From an optimization exercise on the open Yosys and OpenROAD flow, aimed at small area; shortcuts taken in it are not production practice. The RTL was checked by simulation tests, not by an equivalence proof against the original design. No activity file was given, so power comes from the tool's default toggle rates.

==> flow/design.v, too long to show whole: its modules and the start of the top module <==
// module Game_Top: 5857 lines
module Game_Top(clk, rst, pixel_index, game_sw, VOLUME_SW, btnL, btnR, btnC, volume, oled_data);
  // ...
==> flow/flow/run.sh <==
#!/bin/bash
# Own flow: the standard layout (standard.sh) with these changes:
# - ABC maps the combinational logic with its area-oriented &nf mapper
#   (flow/abc_area.script) instead of ORFS's abc_area.script, whose
#   buffer/upsize steps add area. The rest of synthesis, including the
#   register mapping, is ORFS's synthesis as standard.sh runs it.
# - every port still gets a buffer, but a buf_1 (BUFFER_PORTS_ARGS);
# - clock tree synthesis without dummy loads, clkbuf_8 buffers under a
#   clkbuf_16 root, clusters of at most 12 sinks (CTS_ARGS).
# The tools' full output goes to standard_flow.log here and to ORFS's logs.
set -euo pipefail
WORK=$(pwd)
rm -rf "$WORK/scripts_own"
cp -r "$FLOW_HOME/scripts" "$WORK/scripts_own"
cp "$WORK/flow/abc_area.script" "$WORK/scripts_own/abc_area.script"
bash "$WORK/standard.sh" "SCRIPTS_DIR=$WORK/scripts_own" \
  "BUFFER_PORTS_ARGS=-buffer_cell sky130_fd_sc_hd__buf_1" \
  "CTS_ARGS=-sink_clustering_enable -repair_clock_nets -dont_use_dummy_load -buf_list sky130_fd_sc_hd__clkbuf_8 -root_buf sky130_fd_sc_hd__clkbuf_16 -sink_clustering_size 12 -sink_clustering_max_diameter 80" \
  finish > "$WORK/standard_flow.log" 2>&1
==> flow/flow/abc_area.script <==
strash
dch -f
&get -n
&nf -R 1000
&put
topo
==> flow/standard.sh <==
#!/bin/bash
# synth_recipe.tcl (not shown) runs the flow's synth.tcl, then flattens the netlist and writes it again
# the make line also repeats each setting of config.mk as NAME=value (left out here)
make -C /OpenROAD-flow-scripts/flow DESIGN_CONFIG=/design/flow/config.mk WORK_HOME=/design/flow/orfs CLKGATE_MAP_FILE= SYNTH_SCRIPT=/design/flow/synth_recipe.tcl "${@:-finish}"
==> flow/config.mk <==
export PLATFORM = sky130hd
export DESIGN_NAME = Game_Top
export DESIGN_NICKNAME = Game_Top
export VERILOG_FILES = /design/flow/design.v
export SDC_FILE = /design/flow/constraint.sdc
export NUM_CORES = 4
export LEC_CHECK = 0
export ABC_AREA = 1
export CAP_MARGIN = 20
export CELL_PAD_IN_SITES_DETAIL_PLACEMENT = 1
export CORE_MARGIN = 2
export CORE_UTILIZATION = 30
export GPL_TIMING_DRIVEN = 0
export PLACE_DENSITY = 0.4
export SETUP_SLACK_MARGIN = 0.4
export SLEW_MARGIN = 20
==> flow/constraint.sdc <==
create_clock -name core_clock -period 20.0 [get_ports {clk}]
set_input_delay 4.0000 -clock core_clock [delete_from_list [all_inputs] [get_ports {clk}]]
set_output_delay 4.0000 -clock core_clock [all_outputs]
set_load 0.01 [all_outputs]
==> PnR_summary.wiki, run 1 <==
{| class="wikitable"
! Metric !! Value
|-
| Detailed Routing Iterations Pass 1 || 5
|-
| Placement-stage cell area || 15300 sq um
|-
| Maximum number of pins on one net before global-route repair || 44
|-
| Cell Pwr Density || 70.2 nW/um^2
|-
| Number of distinct standard cells referenced by the synthesized netlist || 69
|-
| Wire length of the first global-routing pass || 138000 um
|-
| Instance count on the critical path || 44
|-
| Power in the clock group || 178 uW
|-
| Clk tree area frac || 0.0157
|-
| Setup crit start kind || primary input
|-
| TritonCTS Buffers || 17
|-
| Multi-input gate area in the final layout || 10500 sq um
|-
| Setup ws final || 0.842 ns
|-
| Number of non-clock buffers in the layout || 86
|-
| Worst setup startpoint || pixel_index[11]
|-
| Met1 track demand over resource || 0.491
|-
| Largest family of logic cells by synthesized area || compound AO/OA/AOI/OAI gates
|-
| Largest registers ranked by flip-flop count || rv x80, gp_cnt x10
|-
| Cell taking the most area after synthesis || dfxtp_1
|-
| Vertical die dimension || 218 um
|-
| Number of placed cells counting well taps || 2646
|-
| Commonest cells in the netlist || nor2_1, nand2_1, a21oi_1
|-
| Multiplexer share of the synthesized area || 0.00830
|-
| Routed length per instance || 36.9 um
|-
| Final period utilization || 0.958
|-
| Fin Setup TNS || 0 ns
|-
| Result of the run || complete, no violations
|-
| Synthesized instance count || 1965
|-
| Number of sinks driven by the clock tree || 151
|-
| Max incr delay on CP || 0.87 ns
|-
| Synthesized-area fraction occupied by and/or/nand/nor cells || 0.291
|-
| Global route total overflow || 0
|-
| FFs w/ async S/R, synth || 0
|-
| Total power of the final layout || 1.10 mW
|-
| Final design area excluding fillers || 15600 sq um
|-
| Sequential cell power || 329 uW
|-
| Setup fix buffers added after clock tree synthesis || 0
|-
| Capturing element type of the critical path || output pin
|-
| DP HPWL || 73200 um
|-
| R2R setup slack || 16.42 ns
|-
| DRT met1 WL || 37700 um
|-
| Total net switching power || 558 uW
|-
| Average instance area after synthesis || 6.98 sq um
|}
==> run 2: changes to the inputs <==
--- a/flow/config.mk
+++ b/flow/config.mk
@@ -10,7 +10,6 @@
 export CELL_PAD_IN_SITES_DETAIL_PLACEMENT = 1
 export CORE_MARGIN = 2
 export CORE_UTILIZATION = 30
-export GPL_TIMING_DRIVEN = 0
 export PLACE_DENSITY = 0.4
 export SETUP_SLACK_MARGIN = 0.4
 export SLEW_MARGIN = 20
==> run 2 against run 1 <==
Compared with the run above:
- sequential cell count stayed put
- first-iteration DRC count up 8.0%
- power is 0.81% higher
- wire length is 5.8% higher
- utilization shrank 0.22 points
- clock power about the same
- via count grew 3.8%
- final area shrank 0.64%
- combinational power rose by 1%
- critical path type unchanged
- highest routed layer unchanged
==> PnR_summary.wiki, run 2 <==
{| class="wikitable"
! Metric !! Value
|-
| Post-synth net total || 2097
|-
| Via/cell ratio || 7.01
|-
| DP HPWL || 74300 um (+1.5%)
|-
| Max clock buf depth || 2
|-
| Input/output buffers || 47
|-
| Core Box Area || 45300 sq um
|-
| Depth of the worst hold-timing path || 1
|-
| Portion of the post-synthesis area used by sequential elements || 0.220
|-
| Result of the run || complete, no violations
|-
| Data arrival time of the critical path || 14.31 ns
|-
| Layout filler cell count || 5815
|-
| Hold Crit Class || reg -> reg
|-
| Number of warnings reported in the yosys synthesis log || 1
|-
| Fin Setup TNS || 0 ns (unchanged)
|-
| Hold-fix buffers at CTS || 0
|-
| Setup repair after global routing missed its margin || false
|-
| Via count of the first global-routing pass || 18700
|-
| Gate power share || 0.539
|-
| First-iteration detailed-routing DRC count || 2483
|-
| DR DRC count || 0
|-
| Top cell by count, worst path || a21oi_1
|-
| TritonCTS Buffers || 17 (unchanged)
|-
| Number of distinct standard cells referenced by the synthesized netlist || 69 (unchanged)
|-
| Number of sinks driven by the clock tree || 151 (unchanged)
|-
| Instance count on the critical path || 46 (+4.5%)
|-
| Kind of cell with the highest combined delay on the critical path || compound AO/OA/AOI/OAI gates
|-
| Flip-flop count of the largest register after layout || 80
|-
| Flip-flop and latch count after synthesis || 151
|-
| Peak clock frequency supported by timing || 54.6 MHz
|-
| Floorplan die area || 47500 sq um
|-
| Antenna violations before repair || 14
|-
| Largest fanout on the critical path || 13
|-
| Startpoint-to-endpoint class of the critical path || in -> out
|-
| Rows || 78
|-
| Total net switching power || 573 uW (+2.7%)
|-
| Maximum number of pins on one net before global-route repair || 93 (+110%)
|-
| Setup crit start kind || primary input
|-
| Final period utilization || 0.915 (-0.0425)
|-
| Required @ worst endpoint || 16.00 ns
|-
| Count of cells resized by post-cts repair || 0
|-
| Worst-Skew Late Latency || 0.39 ns
|-
| Max stage delay cell, worst path || nor3_1
|-
| Fin nets || 2237
|-
| Cell Pwr Density || 71.2 nW/um^2 (+1.5%)
|-
| Cell taking the most area after synthesis || dfxtp_1
|-
| Share of the synthesized area in the top cell type || 0.220
|-
| Internal power || 532 uW
|-
| Fin crit period || 18.31 ns
|-
| Wire length of the first global-routing pass || 145000 um (+4.9%)
|-
| Post-CTS clock slew at the launch and capture registers of the worst setup and hold paths || 0.06 ns
|-
| Commonest non-fill, non-tap cells in the layout || nor2_1, nand2_1, a21oi_1
|-
| Maximum Capacitance Violations || 0
|-
| Sum of routed wire length over all layers || 104000 um
|-
| DIE WIDTH || 218 um
|-
| Combined global-route utilization of all metal layers || 0.432
|-
| Maximum clock skew at final layout || 0.0337 ns
|-
| Top FF cell, synth || dfxtp_1
|-
| Peak VDD IR || 61.1 uV
|-
| Count of final hold-check violations || 0
|-
| Final antenna-violating net count || 0
|-
| Actual transition at the worst max-transition pin || 1.25 ns
|-
| Cell with the most instances after synthesis || nor2_1
|-
| Total power of the final layout || 1.11 mW (+0.81%)
|-
| Htree depth || 4
|-
| Clock Root Buffer || clkbuf_16
|-
| Fraction of final layout cells with drive strength greater than 1 || 0.0514
|-
| Detailed Routing Iterations Pass 1 || 6 (+1)
|-
| GPL Wtd Cong || 1.08
|-
| Final setup fails || 0
|-
| Largest registers ranked by flip-flop count || rv x80, gp_cnt x10
|-
| FFs w/ async S/R, synth || 0 (unchanged)
|-
| Reported leakage power || 5.48 nW
|-
| Setup fix buffers added after clock tree synthesis || 0 (unchanged)
|-
| Layout-stage area growth over the synthesis result || 13.0%
|-
| Global route total overflow || 0 (unchanged)
|-
| Switching fraction of total power || 0.518
|-
| Clock tree from TritonCTS || done
|-
| Share of total power in the clock network || 0.161
|-
| Capturing element type of the critical path || output pin
|-
| Top-Level Pins || 48
|-
| Synthesized instance count || 1965 (unchanged)
|-
| Register with the highest flop count || rv
|-
| Commonest cells in the netlist || nor2_1, nand2_1, a21oi_1
|-
| Starting utilization of the core area || 0.303
|-
| Leading cell type in the layout, fill and taps excluded || nor2_1
|-
| Post-Syn Area || 13700 sq um
|-
| CP bufs+invs || 5
|-
| Count of final max-slew check failures || 0
|-
| Path depth of the worst reg2reg path || 11
|-
| Tightest slew margin relative to the limit || 0.154
|-
| Seq pwr share || 0.299
|-
| Max incr delay on CP || 0.76 ns (-0.11 ns)
|-
| Top area cells in the synthesized netlist || dfxtp_1, nor2_1, ha_1
|-
| Routed length per instance || 38.4 um (+4.3%)
|-
| Vertical die dimension || 218 um (unchanged)
|-
| Number of synthesized flops with an enable pin || 0
|-
| Average instance area after synthesis || 6.98 sq um (unchanged)
|-
| Vias || 19000
|}
run 2: changes by cell type in the layout (fill, tap and decap cells not counted), moves of 3 or more:
cell / before / now
buf_8: 3 / 0
nor2_1: 311 / 316
clkinv_2: 3 / 0
clkbuf_2: 0 / 5
nor2_2: 7 / 1
buf_12: 8 / 0
buf_4: 13 / 77
ha_1: 90 / 93
buf_6: 3 / 0
buf_2: 8 / 0
clkinv_1: 75 / 78
ha_2: 4 / 1
buf_16: 10 / 0
run 2: path summary, 6_finish.rpt:
path / startpoint / slack, ns / end
worst max register to register: d0[0] / 16.66 / gp_cnt[8]
worst min-delay path: btnR_d1 / 0.38 / btnR_pulse
worst min register to register: btnR_d1 / 0.38 / btnR_pulse
worst max-delay path: pixel_index[11] / 1.69 / oled_data[14]
run 2: cells by family after synthesis:
kind of cell               Yosys count  share of synthesized area
xor gates and xnor gates            31                     0.0198
and+or+nand+nor                    880                      0.291
muxes                               11                    0.00830
adders and majority gates          100                     0.0944
AOI/OAI and AO/OA                  711                      0.343
DFF                                151                      0.220
buffers and inverters               81                     0.0230
run 2: layout make-up:
class,instances,area [sq um],share of cell area
diodes,4,10.0,0.000645
multi-input cells,1733,10400,0.672
repair buffers,124,764,0.0493
well taps,600,751,0.0484
clock buffers,17,245,0.0158
flip-flops and latches,151,3020,0.195
inverters,78,293,0.0189
run 2: power groups by stage:
stage | sequential [mW] | clock [mW] | combinational (mW)
global route | 0.333 | 0.197 | 0.599
floorplan | 0.329 | 0 | 0.269
detailed placement | 0.338 | 0 | 0.544
global placement | 0.338 | 0 | 0.550
finish | 0.331 | 0.178 | 0.596
CTS | 0.331 | 0.186 | 0.546
run 2: routing by layer:
layer / track usage / part of all wire
met1: 0.501 / 0.37
met5: 0 / 0.0012
met3: 0.153 / 0.11
met2: 0.647 / 0.42
met4: 0.337 / 0.095
run 2: stage by stage:
stage	area (sq um)	setup WS [ns]	utilization	hold slack [ns]	instances
4_1_cts	15500	2.25	0.342	0.387	2702
3_5_place_dp	15200	2.27	0.337	0.377	2685
6_report	15500	1.69	0.343	0.384	2707
3_3_place_gp	15200	2.65	0.337	0.375	2685
5_1_grt	15500	1.30	0.342	0.411	2704
2_1_floorplan	13700	3.30	-	0.367	1965
==> run 3: changes to the inputs <==
--- a/flow/flow/run.sh
+++ b/flow/flow/run.sh
@@ -14,6 +14,6 @@
 cp -r "$FLOW_HOME/scripts" "$WORK/scripts_own"
 cp "$WORK/flow/abc_area.script" "$WORK/scripts_own/abc_area.script"
 bash "$WORK/standard.sh" "SCRIPTS_DIR=$WORK/scripts_own" \
-  "BUFFER_PORTS_ARGS=-buffer_cell sky130_fd_sc_hd__buf_1" \
+  "BUFFER_PORTS_ARGS=-buffer_cell sky130_fd_sc_hd__buf_4" \
   "CTS_ARGS=-sink_clustering_enable -repair_clock_nets -dont_use_dummy_load -buf_list sky130_fd_sc_hd__clkbuf_8 -root_buf sky130_fd_sc_hd__clkbuf_16 -sink_clustering_size 12 -sink_clustering_max_diameter 80" \
   finish > "$WORK/standard_flow.log" 2>&1
==> run 3 against run 2 <==
Compared with the run above:
- clock-buffer cell count unchanged
- still clean on timing, DRC and antenna
- synthesized cell count did not move
- power up 0.82%
- die area unchanged
==> PnR_summary.wiki, run 3 <==
{| class="wikitable"
! Metric !! Value
|-
| Reg-to-Reg End || gp_cnt[8]
|-
| Sum of met2 wire segment lengths after detailed routing || 43800 um (+0.60%)
|-
| Result of the run || complete, no violations
|-
| Path depth of the worst reg2reg path || 9 (-2)
|-
| Hold Crit Start || btnR_d1
|-
| Commonest cells in the netlist || nor2_1, nand2_1, a21oi_1
|-
| Input/output buffers || 47 (unchanged)
|-
| Flip-flop count of the largest register after layout || 80 (unchanged)
|-
| Global route total overflow || 0 (unchanged)
|-
| Top FF cell, synth || dfxtp_1
|-
| Flip-flop and latch count after synthesis || 151 (unchanged)
|-
| Vias || 18800 (-1.0%)
|-
| Top-Level Pins || 48 (unchanged)
|-
| Multiplexer share of the synthesized area || 0.00830 (unchanged)
|-
| Top area cells in the synthesized netlist || dfxtp_1, nor2_1, ha_1
|-
| Largest fanout on the critical path || 26 (+13)
|-
| Fin Setup TNS || 0 ns (unchanged)
|-
| Count of final max-slew check failures || 0 (unchanged)
|-
| Startpoint-to-endpoint class of the critical path || in -> out
|-
| Gate power share || 0.545 (+0.006)
|-
| Total net switching power || 571 uW (-0.22%)
|-
| Largest family of logic cells by synthesized area || compound AO/OA/AOI/OAI gates
|-
| Number of sinks driven by the clock tree || 151 (unchanged)
|-
| Clock tree from TritonCTS || done
|-
| DR DRC count || 0 (unchanged)
|-
| Count of final hold-check violations || 0 (unchanged)
|-
| Post-CTS clock slew at the launch and capture registers of the worst setup and hold paths || 0.08 ns (+0.02 ns)
|-
| Rows || 78 (unchanged)
|-
| Core Box Area || 45300 sq um (unchanged)
|-
| Count of cells resized by post-cts repair || 0 (unchanged)
|-
| Number of synthesized flops with an enable pin || 0 (unchanged)
|-
| R2R setup slack || 16.42 ns (-0.24 ns)
|-
| CP bufs+invs || 4 (-1)
|-
| Fraction of the mapped netlist area in adder cells || 0.0944 (unchanged)
|-
| Worst hold margin || 0.408 ns (+0.0237 ns)
|-
| Maximum Capacitance Violations || 0 (unchanged)
|-
| Cell with the most instances after synthesis || nor2_1
|-
| Reported leakage power || 5.62 nW (+2.5%)
|-
| Hold Crit Class || reg -> reg
|-
| Post-synthesis compound-gate area fraction || 0.343 (unchanged)
|-
| Number of warnings reported in the yosys synthesis log || 1 (unchanged)
|-
| Depth of the worst hold-timing path || 1 (unchanged)
|-
| Detailed Routing Iterations Pass 1 || 8 (+2)
|-
| Worst flop-to-flop path startpoint || state[1]
|-
| Terminating pin of the worst hold path || btnR_pulse
|-
| FFs w/ async S/R, synth || 0 (unchanged)
|-
| Vertical die dimension || 218 um (unchanged)
|-
| Hold-fix buffers at CTS || 0 (unchanged)
|-
| Actual transition at the worst max-transition pin || 1.33 ns (+0.0770 ns)
|-
| GPL Wtd Cong || 1.09 (+0.91%)
|-
| DRT met1 WL || 38400 um (-0.90%)
|-
| Layout-stage area growth over the synthesis result || 14.1%
|-
| Routed length per instance || 37.9 um (-1.3%)
|-
| Combined global-route utilization of all metal layers || 0.428 (-0.00406)
|-
| Worst setup startpoint || pixel_index[12]
|-
| Antenna violations before repair || 8 (-6)
|-
| Switching fraction of total power || 0.513 (-0.00531)
|-
| Max clock buf depth || 2 (unchanged)
|-
| Floorplan die area || 47500 sq um (unchanged)
|-
| First-iteration detailed-routing DRC count || 2409 (-3.0%)
|-
| Max incr delay on CP || 1.05 ns (+0.29 ns)
|-
| Fin nets || 2233 (-0.18%)
|-
| Largest registers ranked by flip-flop count || rv x80, gp_cnt x10
|-
| Internal power || 543 uW (+1.9%)
|-
| Kind of cell with the highest combined delay on the critical path || compound AO/OA/AOI/OAI gates
|-
| Commonest non-fill, non-tap cells in the layout || nor2_1, nand2_1, a21oi_1
|-
| Required @ worst endpoint || 16.00 ns (about the same)
|-
| Top Layer Used || met5
|-
| Setup repair after global routing missed its margin || false
|-
| Cell Pwr Density || 71.2 nW/um^2 (about the same)
|-
| Top cell by count, worst path || nor2_1
|-
| Htree depth || 4 (unchanged)
|-
| Setup fix buffers added after clock tree synthesis || 0 (unchanged)
|-
| Worst-Skew Late Latency || 0.40 ns (about the same)
|-
| DIE WIDTH || 218 um (unchanged)
|-
| Post-synth net total || 2097 (unchanged)
|-
| Met3 wire length || 10900 um (-6.6%)
|-
| Synthesized instance count || 1965 (unchanged)
|-
| Final period utilization || 0.887 (-0.0286)
|-
| Sum of routed wire length over all layers || 103000 um (-1.4%)
|-
| Via/cell ratio || 6.95 (-0.86%)
|-
| Seq pwr share || 0.294 (-0.005)
|-
| Clock Root Buffer || clkbuf_16
|-
| Peak VDD IR || 61.9 uV (+1.3%)
|-
| Leading cell type in the layout, fill and taps excluded || nor2_1
|-
| Number of distinct standard cells referenced by the synthesized netlist || 69 (unchanged)
|-
| Max stage delay cell, worst path || a21oi_1
|-
| Maximum clock skew at final layout || 0.0326 ns (-0.00117 ns)
|-
| Final setup fails || 0 (unchanged)
|-
| Via count of the first global-routing pass || 18700 (-0.12%)
|-
| Peak clock frequency supported by timing || 56.4 MHz (+3.2%)
|-
| Synthesized-area fraction occupied by and/or/nand/nor cells || 0.291 (unchanged)
|-
| Fraction of final layout cells with drive strength greater than 1 || 0.0700 (+0.0187)
|-
| Portion of the post-synthesis area used by sequential elements || 0.220 (unchanged)
|-
| Starting utilization of the core area || 0.303 (unchanged)
|-
| Share of the synthesized area in the top cell type || 0.220 (unchanged)
|-
| TritonCTS Buffers || 17 (unchanged)
|-
| Post-Syn Area || 13700 sq um (unchanged)
|-
| Synth Area in XOR/XNOR || 0.0198 (unchanged)
|-
| Fin crit period || 17.74 ns (-0.572 ns)
|-
| Setup crit start kind || primary input
|-
| Final antenna-violating net count || 0 (unchanged)
|-
| Maximum number of pins on one net before global-route repair || 93 (unchanged)
|-
| Register with the highest flop count || rv
|-
| Average instance area after synthesis || 6.98 sq um (unchanged)
|-
| Cell taking the most area after synthesis || dfxtp_1
|-
| Layout filler cell count || 5739 (-1.3%)
|-
| Capturing element type of the critical path || output pin
|-
| Data arrival time of the critical path || 13.74 ns (-0.57 ns)
|-
| DP HPWL || 74300 um (about the same)
|-
| Tightest slew margin relative to the limit || 0.113 (-0.0413)
|-
| Wire length of the first global-routing pass || 143000 um (-0.88%)
|-
| Share of total power in the clock network || 0.161 (about the same)
|}
==> run 3: how the worst max path moves through the flow <==
| stage | end | slack (ns) | cells after the start |
|---|---|---|---|
| floorplan | oled_data[14] | 3.30 | 36 |
| global placement | oled_data[14] | 2.45 | 45 |
| detailed placement | oled_data[14] | 2.76 | 40 |
| CTS | oled_data[14] | 2.74 | 40 |
| global route | oled_data[14] | 1.88 | 40 |
| finish | oled_data[14] | 2.26 | 36 |
==> run 3: final cells by class <==
| type | count | area, sq um | share of cell area |
|---|---|---|---|
| Sequential cell | 151 | 3020 | 0.193 |
| Tap cell | 600 | 751 | 0.0480 |
| Timing Repair Buffer | 120 | 901 | 0.0575 |
| Multi-Input combinational cell | 1733 | 10400 | 0.666 |
| Clock buffer | 17 | 245 | 0.0157 |
| Antenna cell | 4 | 10.0 | 0.000639 |
| Inverter | 78 | 293 | 0.0187 |
==> run 3: metal layers <==
layer / global-route usage / vias to the layer above
met3: 0.146 / 476
met1: 0.493 / 9259
li1: - / 7748
met2: 0.647 / 1301
met5: 0 / -
met4: 0.338 / 4
==> run 3: power groups by stage <==
| stage | clock network, mW | logic [mW] | registers, mW |
|---|---|---|---|
| after floorplan | 0 | 0.269 | 0.329 |
| after global placement | 0 | 0.565 | 0.335 |
| after detailed placement | 0 | 0.556 | 0.335 |
| after CTS | 0.186 | 0.558 | 0.328 |
| after global routing | 0.196 | 0.613 | 0.330 |
| final | 0.179 | 0.607 | 0.328 |
==> run 3: worst reg2reg max path, delay by kind of cell (launching register included) <==
family / cells / cell delay, ns
and+or+nand+nor: 4 / 1.50
AOI/OAI and AO/OA: 5 / 1.39
DFF: 1 / 0.54
==> run 3: cell families (layout without fill, tap and decap cells) <==
| group | Yosys count | count (layout) |
|---|---|---|
| multiplexers | 11 | 11 |
| buffers and inverters | 81 | 215 |
| flip-flops | 151 | 151 |
| adder cells (fa/ha/maj) | 100 | 100 |
| AO/OA/AOI/OAI | 711 | 711 |
| XOR/XNOR | 31 | 31 |
| other | 0 | 4 |
| AND/OR/NAND/NOR | 880 | 880 |
==> run 3: stage by stage <==
stage	cells	setup slack (ns)	area [sq um]	power [mW]	utilization
floorplan	1965	3.30	13700	0.598	-
global placement	2681	2.45	15400	0.900	0.340
detailed placement	2681	2.76	15400	0.891	0.340
CTS	2698	2.74	15600	1.07	0.345
global route	2700	1.88	15600	1.14	0.346
finish	2703	2.26	15700	1.11	0.346
==> run 4: changes to the inputs <==
--- a/flow/flow/run.sh
+++ b/flow/flow/run.sh
@@ -14,6 +14,6 @@
 cp -r "$FLOW_HOME/scripts" "$WORK/scripts_own"
 cp "$WORK/flow/abc_area.script" "$WORK/scripts_own/abc_area.script"
 bash "$WORK/standard.sh" "SCRIPTS_DIR=$WORK/scripts_own" \
-  "BUFFER_PORTS_ARGS=-buffer_cell sky130_fd_sc_hd__buf_4" \
+  "BUFFER_PORTS_ARGS=-buffer_cell sky130_fd_sc_hd__buf_1" \
   "CTS_ARGS=-sink_clustering_enable -repair_clock_nets -dont_use_dummy_load -buf_list sky130_fd_sc_hd__clkbuf_8 -root_buf sky130_fd_sc_hd__clkbuf_16 -sink_clustering_size 12 -sink_clustering_max_diameter 80" \
   finish > "$WORK/standard_flow.log" 2>&1
--- a/flow/config.mk
+++ b/flow/config.mk
@@ -9,7 +9,7 @@
 export CAP_MARGIN = 20
 export CELL_PAD_IN_SITES_DETAIL_PLACEMENT = 1
 export CORE_MARGIN = 2
-export CORE_UTILIZATION = 30
-export PLACE_DENSITY = 0.4
+export CORE_UTILIZATION = 35
+export PLACE_DENSITY = 0.45
 export SETUP_SLACK_MARGIN = 0.4
 export SLEW_MARGIN = 20
==> run 4 against run 3 <==
Compared with the run above:
- still clean on timing, DRC and antenna
- sequential power about the same
- synthesized area unchanged
- sequential cell count stayed put
- clock-buffer cell count unchanged
- global-route usage grew 6.5 points
- wire length down 1.9%
- sequential share of layout area up 0.36 points
- setup slack worse by 0.51 ns
- non-clock buffer count decreased by 4
- critical path type unchanged
- largest cell class unchanged
- highest routed layer unchanged
==> PnR_summary.wiki, run 4 <==
{| class="wikitable"
! Metric !! Value
|-
| Input/output buffers || 47 (unchanged)
|-
| Post-Syn Area || 13700 sq um (unchanged)
|-
| Reported leakage power || 5.44 nW (-3.2%)
|-
| Maximum Capacitance Violations || 0 (unchanged)
|-
| Setup ws final || 1.76 ns (-0.507 ns)
|-
| Commonest cells in the netlist || nor2_1, nand2_1, a21oi_1
|-
| Flip-flop and latch count after synthesis || 151 (unchanged)
|-
| Crit path capture || oled_data[4]
|-
| Tightest slew margin relative to the limit || 0.178 (+0.0649)
|-
| Synthesized instance count || 1965 (unchanged)
|-
| Cell with the most instances after synthesis || nor2_1
|-
| Hold Crit Class || reg -> reg
|-
| Largest fanout on the critical path || 39 (+50%)
|-
| Placement-stage cell area || 15100 sq um (-2.1%)
|-
| Count of final max-slew check failures || 0 (unchanged)
|-
| Core Box Area || 38600 sq um (-15%)
|-
| Via/cell ratio || 7.32 (+5.3%)
|-
| Number of warnings reported in the yosys synthesis log || 1 (unchanged)
|-
| Sum of routed wire length over all layers || 101000 um (-1.9%)
|-
| Largest registers ranked by flip-flop count || rv x80, gp_cnt x10
|-
| Final standard cell count with taps included and fillers excluded || 2623 (-3.0%)
|-
| Portion of the post-synthesis area used by sequential elements || 0.220 (unchanged)
|-
| Final antenna-violating net count || 0 (unchanged)
|-
| Antenna violations before repair || 13 (+5)
|-
| Max clock buf depth || 2 (unchanged)
|-
| Top FF cell, synth || dfxtp_1
|-
| DR DRC count || 0 (unchanged)
|-
| Reg-to-Reg End || rv[13][0]
|-
| Share of the synthesized area in the top cell type || 0.220 (unchanged)
|-
| Register with the highest flop count || rv
|-
| Final setup fails || 0 (unchanged)
|-
| Starting utilization of the core area || 0.355 (+0.0520)
|-
| Setup crit start kind || primary input
|-
| Wire length of the first global-routing pass || 143000 um (about the same)
|-
| Max stage delay cell, worst path || nor3_1
|-
| Average instance area after synthesis || 6.98 sq um (unchanged)
|-
| Pre-CTS setup slack || 2.33 ns (-0.435 ns)
|-
| Fin nets || 2229 (-0.18%)
|-
| Hold-fix buffers at CTS || 0 (unchanged)
|-
| Fin Setup TNS || 0 ns (unchanged)
|-
| Combined global-route utilization of all metal layers || 0.493 (+0.0649)
|-
| Total power of the final layout || 1.10 mW (-1.6%)
|-
| Count of final hold-check violations || 0 (unchanged)
|-
| Number of sinks driven by the clock tree || 151 (unchanged)
|-
| Rows || 72 (-7.7%)
|-
| Via count of the first global-routing pass || 19000 (+1.6%)
|-
| Vias || 19200 (+2.2%)
|-
| Max incr delay on CP || 0.83 ns (-0.22 ns)
|-
| Vertical die dimension || 202 um (-7.3%)
|-
| DP HPWL || 71600 um (-3.7%)
|-
| Result of the run || complete, no violations
|-
| Htree depth || 4 (unchanged)
|-
| Detailed Routing Iterations Pass 1 || 6 (-2)
|-
| Setup fix buffers added after clock tree synthesis || 0 (unchanged)
|-
| Worst flop-to-flop path startpoint || state[3]
|-
| Flip-flop count of the largest register after layout || 80 (unchanged)
|-
| Maximum number of pins on one net before global-route repair || 93 (unchanged)
|-
| Global route total overflow || 0 (unchanged)
|-
| Peak clock frequency supported by timing || 54.8 MHz (-2.8%)
|-
| Final period utilization || 0.912 (+0.0253)
|-
| Cell Pwr Density || 71.3 nW/um^2 (+0.24%)
|-
| Number of synthesized flops with an enable pin || 0 (unchanged)
|-
| Top cell by count, worst path || a21oi_1
|-
| Maximum clock skew at final layout || 0.0242 ns (-0.00836 ns)
|-
| R2R setup slack || 16.48 ns (+0.06 ns)
|-
| Worst setup startpoint || pixel_index[11]
|-
| Routed length per instance || 38.4 um (+1.1%)
|-
| Data arrival time of the critical path || 14.24 ns (+0.50 ns)
|-
| Number of placed cells counting well taps || 2593 (-3.3%)
|-
| Path depth of the worst reg2reg path || 9 (unchanged)
|-
| Number of distinct standard cells referenced by the synthesized netlist || 69 (unchanged)
|-
| Peak VDD IR || 79.9 uV (+29%)
|-
| Floorplan die area || 40800 sq um (-14%)
|-
| Final design area excluding fillers || 15400 sq um (-1.8%)
|-
| Layout-stage area growth over the synthesis result || 12.0%
|-
| Actual transition at the worst max-transition pin || 1.23 ns (-0.0947 ns)
|-
| Clock tree from TritonCTS || done
|-
| Setup repair after global routing missed its margin || false
|-
| Top-Level Pins || 48 (unchanged)
|-
| Startpoint-to-endpoint class of the critical path || in -> out
|-
| First-iteration detailed-routing DRC count || 2681 (+11%)
|-
| Cell taking the most area after synthesis || dfxtp_1
|-
| FFs w/ async S/R, synth || 0 (unchanged)
|-
| Post-CTS clock slew at the launch and capture registers of the worst setup and hold paths || 0.06 ns (-0.02 ns)
|-
| GPL Wtd Cong || 1.10 (+1.1%)
|-
| Capturing element type of the critical path || output pin
|-
| Post-synth net total || 2097 (unchanged)
|-
| Fraction of final layout cells with drive strength greater than 1 || 0.0482 (-0.0218)
|-
| Commonest non-fill, non-tap cells in the layout || nor2_1, nand2_1, a21oi_1
|-
| TritonCTS Buffers || 17 (unchanged)
|-
| Count of cells resized by post-cts repair || 0 (unchanged)
|-
| DIE WIDTH || 202 um (-7.3%)
|-
| Leading cell type in the layout, fill and taps excluded || nor2_1
|-
| Required @ worst endpoint || 16.00 ns (about the same)
|-
| Top area cells in the synthesized netlist || dfxtp_1, nor2_1, ha_1
|-
| Clock Root Buffer || clkbuf_16
|-
| Fin crit period || 18.24 ns (+0.507 ns)
|-
| Worst-Skew Late Latency || 0.39 ns (about the same)
|}
[run 4: cell counts after synthesis]
No cell type changed its count.
[run 4: final cells by class]
| type | count | area (sq um) |
|---|---|---|
| Tap cell | 518 | 648 |
| Antenna cell | 10 | 25.0 |
| Fill cell | 4996 | 23300 |
| Sequential cell | 151 | 3020 |
| Timing Repair Buffer | 116 | 703 |
| Clock buffer | 17 | 245 |
| Multi-Input combinational cell | 1733 | 10400 |
| Inverter | 78 | 293 |
[run 4: cells by family after synthesis]
group	share of synthesized area
xor gates and xnor gates	0.0198
AOI/OAI and AO/OA	0.343
and+or+nand+nor	0.291
buffers and inverters	0.0230
muxes	0.00830
adders and majority gates	0.0944
DFF	0.220
[run 4: worst min-delay path by stage]
stage | to | startpoint | cells past startpoint
after global routing | btnR_pulse | btnR_d1 | 1
after CTS | btnR_pulse | btnR_d1 | 1
after floorplan | btnR_pulse | btnR_d1 | 1
final | btnR_pulse | btnR_d1 | 1
after detailed placement | btnR_pulse | btnR_d1 | 1
after global placement | btnR_pulse | btnR_d1 | 1
[run 4: through the flow]
step,hold slack [ns],util
final,0.377,0.398
after global routing,0.379,0.397
after CTS,0.379,0.396
after detailed placement,0.378,0.390
after global placement,0.370,0.389
after floorplan,0.367,-
[run 4: critical path, delay by kind of cell]
| family | cells | cell delay [ns] |
|---|---|---|
| AOI/OAI and AO/OA | 19 | 4.57 |
| and+or+nand+nor | 15 | 3.69 |
| buffers and inverters | 6 | 1.87 |
[run 4: power by group]
group	total [mW]	internal, mW	switching [mW]
Combinational	0.589	0.136	0.453
Sequential	0.328	0.314	0.0142
Clock	0.179	0.0801	0.0985
[run 4: per-layer routing]
metal	vias to the layer above	track usage	wire (um)
li1	7754	-	-
met1	9368	0.543	35500
met2	1516	0.734	42400
met3	547	0.230	13300
met4	10	0.376	9290
met5	-	0.0250	124
==> run 5: changes to the inputs <==
--- a/flow/config.mk
+++ b/flow/config.mk
@@ -9,7 +9,7 @@
 export CAP_MARGIN = 20
 export CELL_PAD_IN_SITES_DETAIL_PLACEMENT = 1
 export CORE_MARGIN = 2
-export CORE_UTILIZATION = 35
-export PLACE_DENSITY = 0.45
-export SETUP_SLACK_MARGIN = 0.4
+export CORE_UTILIZATION = 30
+export PLACE_DENSITY = 0.4
+export SETUP_SLACK_MARGIN = 0.2
 export SLEW_MARGIN = 20
==> run 5 against run 4 <==
Compared with the run above:
- clock skew is 0.0095 ns higher
- largest power group unchanged
- utilization is 5.5 points lower
- global-route usage is 6.1 points lower
- first-iteration DRC count is 7.4% lower
- synthesized area stayed put
- clock-buffer cell count stayed put
==> PnR_summary.wiki, run 5 <==
{| class="wikitable"
! Metric !! Value
|-
| Setup repair after global routing missed its margin || false
|-
| Depth of the worst hold-timing path || 1 (unchanged)
|-
| Actual transition at the worst max-transition pin || 1.25 ns (+0.0177 ns)
|-
| Synthesized instance count || 1965 (unchanged)
|-
| Fin crit period || 18.31 ns (+0.0650 ns)
|-
| DRT met1 WL || 38800 um (+9.2%)
|-
| R2R setup slack || 16.66 ns (+0.18 ns)
|-
| Tightest slew margin relative to the limit || 0.154 (-0.0236)
|-
| Largest fanout on the critical path || 13 (-67%)
|-
| Layout-stage area growth over the synthesis result || 13.0%
|-
| TritonCTS Buffers || 17 (unchanged)
|-
| Terminating pin of the worst hold path || btnR_pulse
|-
| Peak VDD IR || 61.1 uV (-24%)
|-
| Maximum clock skew at final layout || 0.0337 ns (+0.00953 ns)
|-
| Register with the highest flop count || rv
|-
| DIE WIDTH || 218 um (+7.9%)
|-
| Share of the synthesized area in the top cell type || 0.220 (unchanged)
|-
| Top cell by count, worst path || a21oi_1
|-
| Floorplan die area || 47500 sq um (+16%)
|-
| Final standard cell count with taps included and fillers excluded || 2707 (+3.2%)
|-
| Hold Crit Class || reg -> reg
|-
| Data arrival time of the critical path || 14.31 ns (+0.07 ns)
|-
| Input/output buffers || 47 (unchanged)
|-
| FFs w/ async S/R, synth || 0 (unchanged)
|-
| Fin nets || 2237 (+0.36%)
|-
| Max clock buf depth || 2 (unchanged)
|-
| Reg-to-Reg End || gp_cnt[8]
|-
| DR DRC count || 0 (unchanged)
|-
| Max stage delay cell, worst path || nor3_1
|-
| Kind of cell with the highest combined delay on the critical path || compound AO/OA/AOI/OAI gates
|-
| Clock tree from TritonCTS || done
|-
| Combined global-route utilization of all metal layers || 0.432 (-0.0608)
|-
| Number of distinct standard cells referenced by the synthesized netlist || 69 (unchanged)
|-
| Post-Syn Area || 13700 sq um (unchanged)
|-
| Path depth of the worst reg2reg path || 11 (+2)
|-
| Commonest cells in the netlist || nor2_1, nand2_1, a21oi_1
|-
| Starting utilization of the core area || 0.303 (-0.0520)
|-
| Result of the run || complete, no violations
|-
| Number of warnings reported in the yosys synthesis log || 1 (unchanged)
|-
| Setup crit start kind || primary input
|-
| Largest registers ranked by flip-flop count || rv x80, gp_cnt x10
|-
| Sum of met2 wire segment lengths after detailed routing || 43600 um (+2.6%)
|-
| Rows || 78 (+8.3%)
|-
| Detailed Routing Iterations Pass 1 || 6 (unchanged)
|-
| Maximum Capacitance Violations || 0 (unchanged)
|-
| Via/cell ratio || 7.01 (-4.2%)
|-
| Post-CTS clock slew at the launch and capture registers of the worst setup and hold paths || 0.06 ns (about the same)
|-
| Global route total overflow || 0 (unchanged)
|-
| Count of final hold-check violations || 0 (unchanged)
|-
| Commonest non-fill, non-tap cells in the layout || nor2_1, nand2_1, a21oi_1
|-
| Portion of the post-synthesis area used by sequential elements || 0.220 (unchanged)
|-
| Fraction of final layout cells with drive strength greater than 1 || 0.0514 (+0.00315)
|-
| Placement-stage cell area || 15200 sq um (+1.2%)
|-
| Top FF cell, synth || dfxtp_1
|-
| Top-Level Pins || 48 (unchanged)
|-
| Fin Setup TNS || 0 ns (unchanged)
|-
| Capturing element type of the critical path || output pin
|-
| Routed length per instance || 38.4 um (+0.19%)
|-
| Clock Root Buffer || clkbuf_16
|-
| Reported leakage power || 5.48 nW (+0.73%)
|-
| Met3 wire length || 11700 um (-12%)
|-
| Wire length of the first global-routing pass || 145000 um (+0.93%)
|-
| CP bufs+invs || 5 (-1)
|-
| First-iteration detailed-routing DRC count || 2483 (-7.4%)
|-
| Leading cell type in the layout, fill and taps excluded || nor2_1
|-
| Total power of the final layout || 1.11 mW (+0.79%)
|-
| Htree depth || 4 (unchanged)
|-
| Vias || 19000 (-1.1%)
|-
| GPL Wtd Cong || 1.08 (-2.0%)
|-
| Hold Crit Start || btnR_d1
|-
| Peak clock frequency supported by timing || 54.6 MHz (-0.36%)
|-
| Via count of the first global-routing pass || 18700 (-1.5%)
|-
| Vertical die dimension || 218 um (+7.9%)
|-
| Flip-flop count of the largest register after layout || 80 (unchanged)
|-
| Setup fix buffers added after clock tree synthesis || 0 (unchanged)
|-
| Startpoint-to-endpoint class of the critical path || in -> out
|-
| Antenna violations before repair || 14 (+1)
|-
| Maximum number of pins on one net before global-route repair || 93 (unchanged)
|-
| Count of cells resized by post-cts repair || 0 (unchanged)
|-
| Required @ worst endpoint || 16.00 ns (about the same)
|-
| Post-synth net total || 2097 (unchanged)
|-
| Final design area excluding fillers || 15500 sq um (+0.94%)
|-
| Cell taking the most area after synthesis || dfxtp_1
|-
| Number of synthesized flops with an enable pin || 0 (unchanged)
|-
| Final period utilization || 0.915 (+0.00325)
|-
| Hold-fix buffers at CTS || 0 (unchanged)
|-
| Average instance area after synthesis || 6.98 sq um (unchanged)
|-
| Count of final max-slew check failures || 0 (unchanged)
|-
| Final setup fails || 0 (unchanged)
|-
| Final antenna-violating net count || 0 (unchanged)
|-
| DP HPWL || 74300 um (+3.8%)
|-
| Worst flop-to-flop path startpoint || d0[0]
|-
| Worst-Skew Late Latency || 0.39 ns (about the same)
|-
| Top Layer Used || met5
|-
| Flip-flop and latch count after synthesis || 151 (unchanged)
|-
| Cell Pwr Density || 71.2 nW/um^2 (-0.15%)
|-
| Top area cells in the synthesized netlist || dfxtp_1, nor2_1, ha_1
|-
| Number of placed cells counting well taps || 2685 (+3.5%)
|-
| Sum of routed wire length over all layers || 104000 um (+3.4%)
|-
| Max incr delay on CP || 0.76 ns (-0.07 ns)
|-
| Cell with the most instances after synthesis || nor2_1
|-
| Number of sinks driven by the clock tree || 151 (unchanged)
|-
| Core Box Area || 45300 sq um (+17%)
|}
## run 5: cell types whose count changed in the layout (fill, tap and decap cells not counted), moves of 2 or more
| cell | previous run | this run |
|---|---|---|
| buf_4 | 69 | 77 |
| diode_2 | 10 | 4 |
| o21ai_0 | 141 | 143 |
| o21ai_1 | 3 | 1 |
## run 5: layout make-up
| class | instances | area (sq um) |
|---|---|---|
| fill | 5815 | 29800 |
| multi-input combinational | 1733 | 10400 |
| sequential | 151 | 3020 |
| timing repair buffer | 124 | 764 |
| tap | 600 | 751 |
| inverter | 78 | 293 |
| clock buffer | 17 | 245 |
| antenna | 4 | 10.0 |
## run 5: cell families after synthesis
group,count (synthesis),synth area share
multiplexers,11,0.00830
flip-flops,151,0.220
adder cells (fa/ha/maj),100,0.0944
AND/OR/NAND/NOR,880,0.291
AO/OA/AOI/OAI,711,0.343
XOR/XNOR,31,0.0198
buffers and inverters,81,0.0230
## run 5: metrics by stage
step                      utilization  hold slack [ns]  worst slack, ns
final                           0.343            0.384             1.69
after floorplan                     -            0.367             3.30
after global placement          0.337            0.375             2.65
after global routing            0.342            0.411             1.30
after CTS                       0.342            0.387             2.25
after detailed placement        0.337            0.377             2.27
## run 5: metal layers
| layer | track usage | vias up |
|---|---|---|
| li1 | - | 7753 |
| met1 | 0.501 | 9340 |
| met2 | 0.647 | 1354 |
| met3 | 0.153 | 516 |
| met4 | 0.337 | 16 |
| met5 | 0 | - |
## run 5: how the worst max path moves through the flow
stage	from	endpoint	slack [ns]	depth (start not counted)
3_5_place_dp	pixel_index[11]	oled_data[14]	2.27	46
6_report	pixel_index[11]	oled_data[14]	1.69	46
3_3_place_gp	pixel_index[11]	oled_data[14]	2.65	46
5_1_grt	pixel_index[11]	oled_data[14]	1.30	46
4_1_cts	pixel_index[11]	oled_data[14]	2.25	46
2_1_floorplan	pixel_index[12]	oled_data[14]	3.30	36
## run 5: power by group
group          switching (mW)  internal, mW
sequential             0.0167         0.314
combinational           0.458         0.138
clock                  0.0980        0.0802

-- re-timing with driven ports --
No port has a modelled driver above. Below, the same layouts with a new extraction and two added sets of constraints. Step 1 sets driving cells, clkbuf_16 on the clock port and buf_2 on the other inputs (assumed; they add their load-dependent delay and slew). Step 2 times the ports against the registers' clock, not the clock port: input delays grow and output delays shrink by t, the midpoint of the rising clock arrivals with the driver on. Slacks: no drivers / after step 1 / after step 2; pairs: no drivers / after step 1.
run	shift t [ns]	setup WS [ns]	clock arrival spread, ns	worst register clock-pin slew, ns
run 1	0.421	0.842 / 0.811 / 0.811	0.031 / 0.030	0.09 / 0.09
run 2	0.425	1.692 / 1.670 / 1.670	0.033 / 0.034	0.10 / 0.10
run 3	0.431	2.264 / 2.238 / 2.238	0.040 / 0.040	0.09 / 0.09
run 4	0.418	1.757 / 1.733 / 1.733	0.027 / 0.027	0.09 / 0.09
run 5	0.425	1.692 / 1.670 / 1.670	0.033 / 0.034	0.10 / 0.10
After both steps setup and hold are still met in every run listed. The setup slack of run 1, which loses most, moves by -0.031 ns with the drivers and by -0.031 ns with both steps.
